Context: an optimization exercise on an open-source flow, tuned for small area. The choices shown serve that exercise and are no tape-out recipe. Function was checked by simulation only, so behaviour that the tests miss may differ from the original.

==> module hdlc_spmem, before the edit <==
module hdlc_spmem #(
  parameter DEPTH       = 128,
  parameter DEFAULT_OUT = 1'b1
) (
  input            clk,
  input            rst,
  input      [6:0] add,
  input      [7:0] Data_In,
  output reg [7:0] Data_Out,
  input            WR
);
  localparam NG = (DEPTH + 2) / 3;
  reg  [7:0]      used;             
  wire [3*NG-1:0] sel;              
  wire [8*3*NG-1:0] q;              
  wire [8*NG-1:0] y;                
  reg  [7:0]      rd;
  integer i;
  localparam NW = 4;
  wire [8*NW-1:0] wd;
  genvar g;
  generate
    for (g = 0; g < 3*NG; g = g + 1) begin : row
      if (g < DEPTH) begin : m
        reg [7:0] data;
        assign sel[g] = (add == g);
        always @(posedge clk)
          if (sel[g]) data <= wd[8*(g*NW/DEPTH) +: 8];
        assign q[8*g +: 8] = data;
      end else begin : e
        assign sel[g] = 1'b0;
        assign q[8*g +: 8] = 8'h00;
      end
    end
    for (g = 0; g < NW; g = g + 1) begin : wsel
      hdlc_wsel ws (.WR(WR), .WR_n(!WR), .rd(rd), .Data_In(Data_In), .wd(wd[8*g +: 8]));
    end
    for (g = 0; g < NG; g = g + 1) begin : grp
      hdlc_rd3 rd3 (.s(sel[3*g +: 3]), .d0(q[8*(3*g) +: 8]), .d1(q[8*(3*g+1) +: 8]),
                    .d2(q[8*(3*g+2) +: 8]), .y(y[8*g +: 8]));
    end
  endgenerate
  always @(*) begin
    rd = 8'h00;
    for (i = 0; i < NG; i = i + 1)
      rd = rd | ~y[8*i +: 8];
  end
  always @(posedge clk or posedge rst)
    if (rst)
      used <= 8'd0;
    else if (!WR && ({1'b0, add} == used))
      used <= used + 1'b1;
  always @(posedge clk) begin
    if (!WR)
      Data_Out <= {8{DEFAULT_OUT}};
    else if ({1'b0, add} < used)
      Data_Out <= rd;
    else
      Data_Out <= 8'h00;
  end
endmodule
export LEC_CHECK = 0
export CAP_MARGIN = 5
export CORE_MARGIN = 2
export CORE_UTILIZATION = 60
export GPL_TIMING_DRIVEN = 0
export PLACE_DENSITY = 0.8
export SLEW_MARGIN = 5
export SYNTH_HIERARCHICAL = 1
export SYNTH_MINIMUM_KEEP_SIZE = 0
create_clock -name core_clock -period 10.0 [get_ports {CLK_I}]
standard.sh (not shown) runs the stock make flow with config.mk's settings and CLKGATE_MAP_FILE= SYNTH_SCRIPT=/design/flow/synth_recipe.tcl, a recipe that flattens the netlist after the stock synthesis.
==> flow/flow/run.sh <==
#!/bin/bash
# The standard layout (standard.sh, with the standard synthesis), with
# three knobs changed through make variables:
#  - the buffers that synthesis (ABC) inserted are removed at floorplan, so
#    that the resizer buffers only the nets that need it;
#  - ports are buffered with the smallest buffer;
#  - the clock tree uses clkbuf_16 sink clusters of up to 28 flip-flops
#    within 90 um, and no dummy loads.
# The make output goes to flow_make.log; each ORFS step writes its own log
# under orfs/logs/.
set -euo pipefail
cd "$(dirname "$0")/.."
bash standard.sh \
  REMOVE_ABC_BUFFERS=1 \
  "BUFFER_PORTS_ARGS=-buffer_cell sky130_fd_sc_hd__buf_1" \
  "CTS_ARGS=-sink_clustering_enable -repair_clock_nets -sink_clustering_size 28 -sink_clustering_max_diameter 90 -buf_list sky130_fd_sc_hd__clkbuf_16 -dont_use_dummy_load" \
  finish > flow_make.log 2>&1
The baseline completed with no timing, DRC or antenna violations.
Then changed:
--- a/flow/design.v
+++ b/flow/design.v
@@ -5,6 +5,13 @@
 );
   assign y = ~((d0 & {8{s[0]}}) | (d1 & {8{s[1]}}) | (d2 & {8{s[2]}}));
 endmodule
+module hdlc_rd1 (
+  input        s,
+  input  [7:0] d0,
+  output [7:0] y
+);
+  assign y = ~(d0 & {8{s}});
+endmodule
 module hdlc_wsel (
   input        WR,
   input        WR_n,    
@@ -52,8 +59,12 @@
       hdlc_wsel ws (.WR(WR), .WR_n(!WR), .rd(rd), .Data_In(Data_In), .wd(wd[8*g +: 8]));
     end
     for (g = 0; g < NG; g = g + 1) begin : grp
-      hdlc_rd3 rd3 (.s(sel[3*g +: 3]), .d0(q[8*(3*g) +: 8]), .d1(q[8*(3*g+1) +: 8]),
-                    .d2(q[8*(3*g+2) +: 8]), .y(y[8*g +: 8]));
+      if (DEPTH - 3*g >= 2) begin : s3
+        hdlc_rd3 rd3 (.s(sel[3*g +: 3]), .d0(q[8*(3*g) +: 8]), .d1(q[8*(3*g+1) +: 8]),
+                      .d2(q[8*(3*g+2) +: 8]), .y(y[8*g +: 8]));
+      end else begin : s1
+        hdlc_rd1 rd1 (.s(sel[3*g]), .d0(q[8*(3*g) +: 8]), .y(y[8*g +: 8]));
+      end
     end
   endgenerate
   always @(*) begin
Effect: Non-clock buffer count falls by 14; global-route usage rises by 0.14 points; die area hardly moves; worst hold slack gets worse by 9.8 ps; design area falls by 0.30%; clock skew rises by 14 ps; area after synthesis stays flat; wire length barely changes; sequential cell count is unchanged; fmax rises by 2.6%; core utilization falls by 0.12 points.

oak:
hdlc, a different RTL version from the one above (not shown whole).
Size: about 2400 flip-flops, about 82 I/O pins, roughly 0.088 mm2 of cells after synthesis.
==> flow/design.v (excerpt) <==
module hdlc #(
  parameter FCS_TYPE  = 2,
  parameter ADD_WIDTH = 7
) (
  output reg    Tx,
  input         Rx,
  input         TxClkEn,
  input         RxClkEn,
  input         TxEN,
  input         RxEn,
  input         RST_I,
  input         CLK_I,
  input  [2:0]  ADR_I,
  output reg [31:0] DAT_O,
  input  [31:0] DAT_I,
  input         WE_I,
  input         STB_I,
  output reg    ACK_O,
  input         CYC_I,
  output        RTY_O,
  output reg    TAG0_O,
  output reg    TAG1_O
);
==> module hdlc_spmem, before the edit <==
module hdlc_spmem #(
  parameter DEPTH       = 128,
  parameter DEFAULT_OUT = 1'b1
) (
  input            clk,
  input            rst,
  input      [6:0] add,
  input      [7:0] Data_In,
  output reg [7:0] Data_Out,
  input            WR
);
  localparam NG = (DEPTH + 2) / 3;
  reg  [7:0]      used;             
  wire [3*NG-1:0] sel;              
  wire [8*3*NG-1:0] q;              
  wire [8*NG-1:0] y;                
  reg  [7:0]      rd;
  integer i;
  wire [7:0] wd = WR ? rd : Data_In;
  genvar g;
  generate
    for (g = 0; g < 3*NG; g = g + 1) begin : row
      if (g < DEPTH) begin : m
        reg [7:0] data;
        assign sel[g] = (add == g);
        always @(posedge clk)
          if (sel[g]) data <= wd;
        assign q[8*g +: 8] = data;
      end else begin : e
        assign sel[g] = 1'b0;
        assign q[8*g +: 8] = 8'h00;
      end
    end
    for (g = 0; g < NG; g = g + 1) begin : grp
      hdlc_rd3 rd3 (.s(sel[3*g +: 3]), .d0(q[8*(3*g) +: 8]), .d1(q[8*(3*g+1) +: 8]),
                    .d2(q[8*(3*g+2) +: 8]), .y(y[8*g +: 8]));
    end
  endgenerate
  always @(*) begin
    rd = 8'h00;
    for (i = 0; i < NG; i = i + 1)
      rd = rd | ~y[8*i +: 8];
  end
  always @(posedge clk or posedge rst)
    if (rst)
      used <= 8'd0;
    else if (!WR && ({1'b0, add} == used))
      used <= used + 1'b1;
  always @(posedge clk) begin
    if (!WR)
      Data_Out <= {8{DEFAULT_OUT}};
    else if ({1'b0, add} < used)
      Data_Out <= rd;
    else
      Data_Out <= 8'h00;
  end
endmodule
clock: 10.0 ns
lec_check: 0
cap_margin: 10
core_margin: 2
core_utilization: 60
gpl_timing_driven: 0
place_density: 0.8
slew_margin: 10
synth_hierarchical: 1
synth_minimum_keep_size: 0
==> flow/flow/run.sh <==
#!/bin/bash
# The standard layout (standard.sh, with the standard synthesis), with
# three knobs changed through make variables:
#  - the buffers that synthesis (ABC) inserted are removed at floorplan, so
#    that the resizer buffers only the nets that need it;
#  - ports are buffered with the smallest buffer;
#  - the clock tree uses clkbuf_16 sink clusters of up to 30 flip-flops
#    within 60 um, and no dummy loads.
# The make output goes to flow_make.log; each ORFS step writes its own log
# under orfs/logs/.
set -euo pipefail
cd "$(dirname "$0")/.."
bash standard.sh \
  REMOVE_ABC_BUFFERS=1 \
  "BUFFER_PORTS_ARGS=-buffer_cell sky130_fd_sc_hd__buf_1" \
  "CTS_ARGS=-sink_clustering_enable -repair_clock_nets -sink_clustering_size 30 -sink_clustering_max_diameter 60 -buf_list sky130_fd_sc_hd__clkbuf_16 -dont_use_dummy_load" \
  finish > flow_make.log 2>&1
Input-level comparison between pine and oak:
--- a/flow/design.v
+++ b/flow/design.v
@@ -5,6 +5,14 @@
 );
   assign y = ~((d0 & {8{s[0]}}) | (d1 & {8{s[1]}}) | (d2 & {8{s[2]}}));
 endmodule
+module hdlc_wsel (
+  input        WR,
+  input  [7:0] rd,
+  input  [7:0] Data_In,
+  output [7:0] wd
+);
+  assign wd = WR ? rd : Data_In;
+endmodule
 module hdlc_spmem #(
   parameter DEPTH       = 128,
   parameter DEFAULT_OUT = 1'b1
@@ -23,7 +31,8 @@
   wire [8*NG-1:0] y;                
   reg  [7:0]      rd;
   integer i;
-  wire [7:0] wd = WR ? rd : Data_In;
+  localparam NW = 4;
+  wire [8*NW-1:0] wd;
   genvar g;
   generate
     for (g = 0; g < 3*NG; g = g + 1) begin : row
@@ -31,13 +40,16 @@
         reg [7:0] data;
         assign sel[g] = (add == g);
         always @(posedge clk)
-          if (sel[g]) data <= wd;
+          if (sel[g]) data <= wd[8*(g*NW/DEPTH) +: 8];
         assign q[8*g +: 8] = data;
       end else begin : e
         assign sel[g] = 1'b0;
         assign q[8*g +: 8] = 8'h00;
       end
     end
+    for (g = 0; g < NW; g = g + 1) begin : wsel
+      hdlc_wsel ws (.WR(WR), .rd(rd), .Data_In(Data_In), .wd(wd[8*g +: 8]));
+    end
     for (g = 0; g < NG; g = g + 1) begin : grp
       hdlc_rd3 rd3 (.s(sel[3*g +: 3]), .d0(q[8*(3*g) +: 8]), .d1(q[8*(3*g+1) +: 8]),
                     .d2(q[8*(3*g+2) +: 8]), .y(y[8*g +: 8]));
==> results.txt <==
pine: vertical die dimension 0.49% above oak. Compare pine and oak | total track usage higher: pine. As far as proportion of cell area spent on the clock network is concerned, pine and oak perform about the same. Going from oak to pine, post-layout instance count excluding filler cells roughly the same; synthesis-to-finish area growth now sits lower.

==> what the ideal ports hide <==
In the flow no input, the clock included, has a driving cell. The finished layouts below were timed again as built, in two steps.
Step 1 assumes that a clkbuf_16 drives the clock port and a buf_2 every other input.
Step 2 adds t to the input delays and takes it off the output delays; t is the mean of the earliest and latest rising clock arrival at the registers after step 1. Input paths then give back, and output paths get back, about the clock's delay inside the block.
Slacks: ideal ports / drivers / drivers and shift; pairs: ideal ports / drivers.
run	shift t [ns]	setup slack, ns	worst data-port slew with drivers (ns)
the first run of note 1	0.808	3.795 / 3.795 / 3.795	0.07
the second run of note 1	0.808	3.953 / 3.953 / 3.953	0.05
oak	0.819	4.367 / 4.367 / 4.367	0.26
pine	0.847	4.379 / 4.379 / 4.379	0.07
After both steps setup and hold are still met in every run listed.
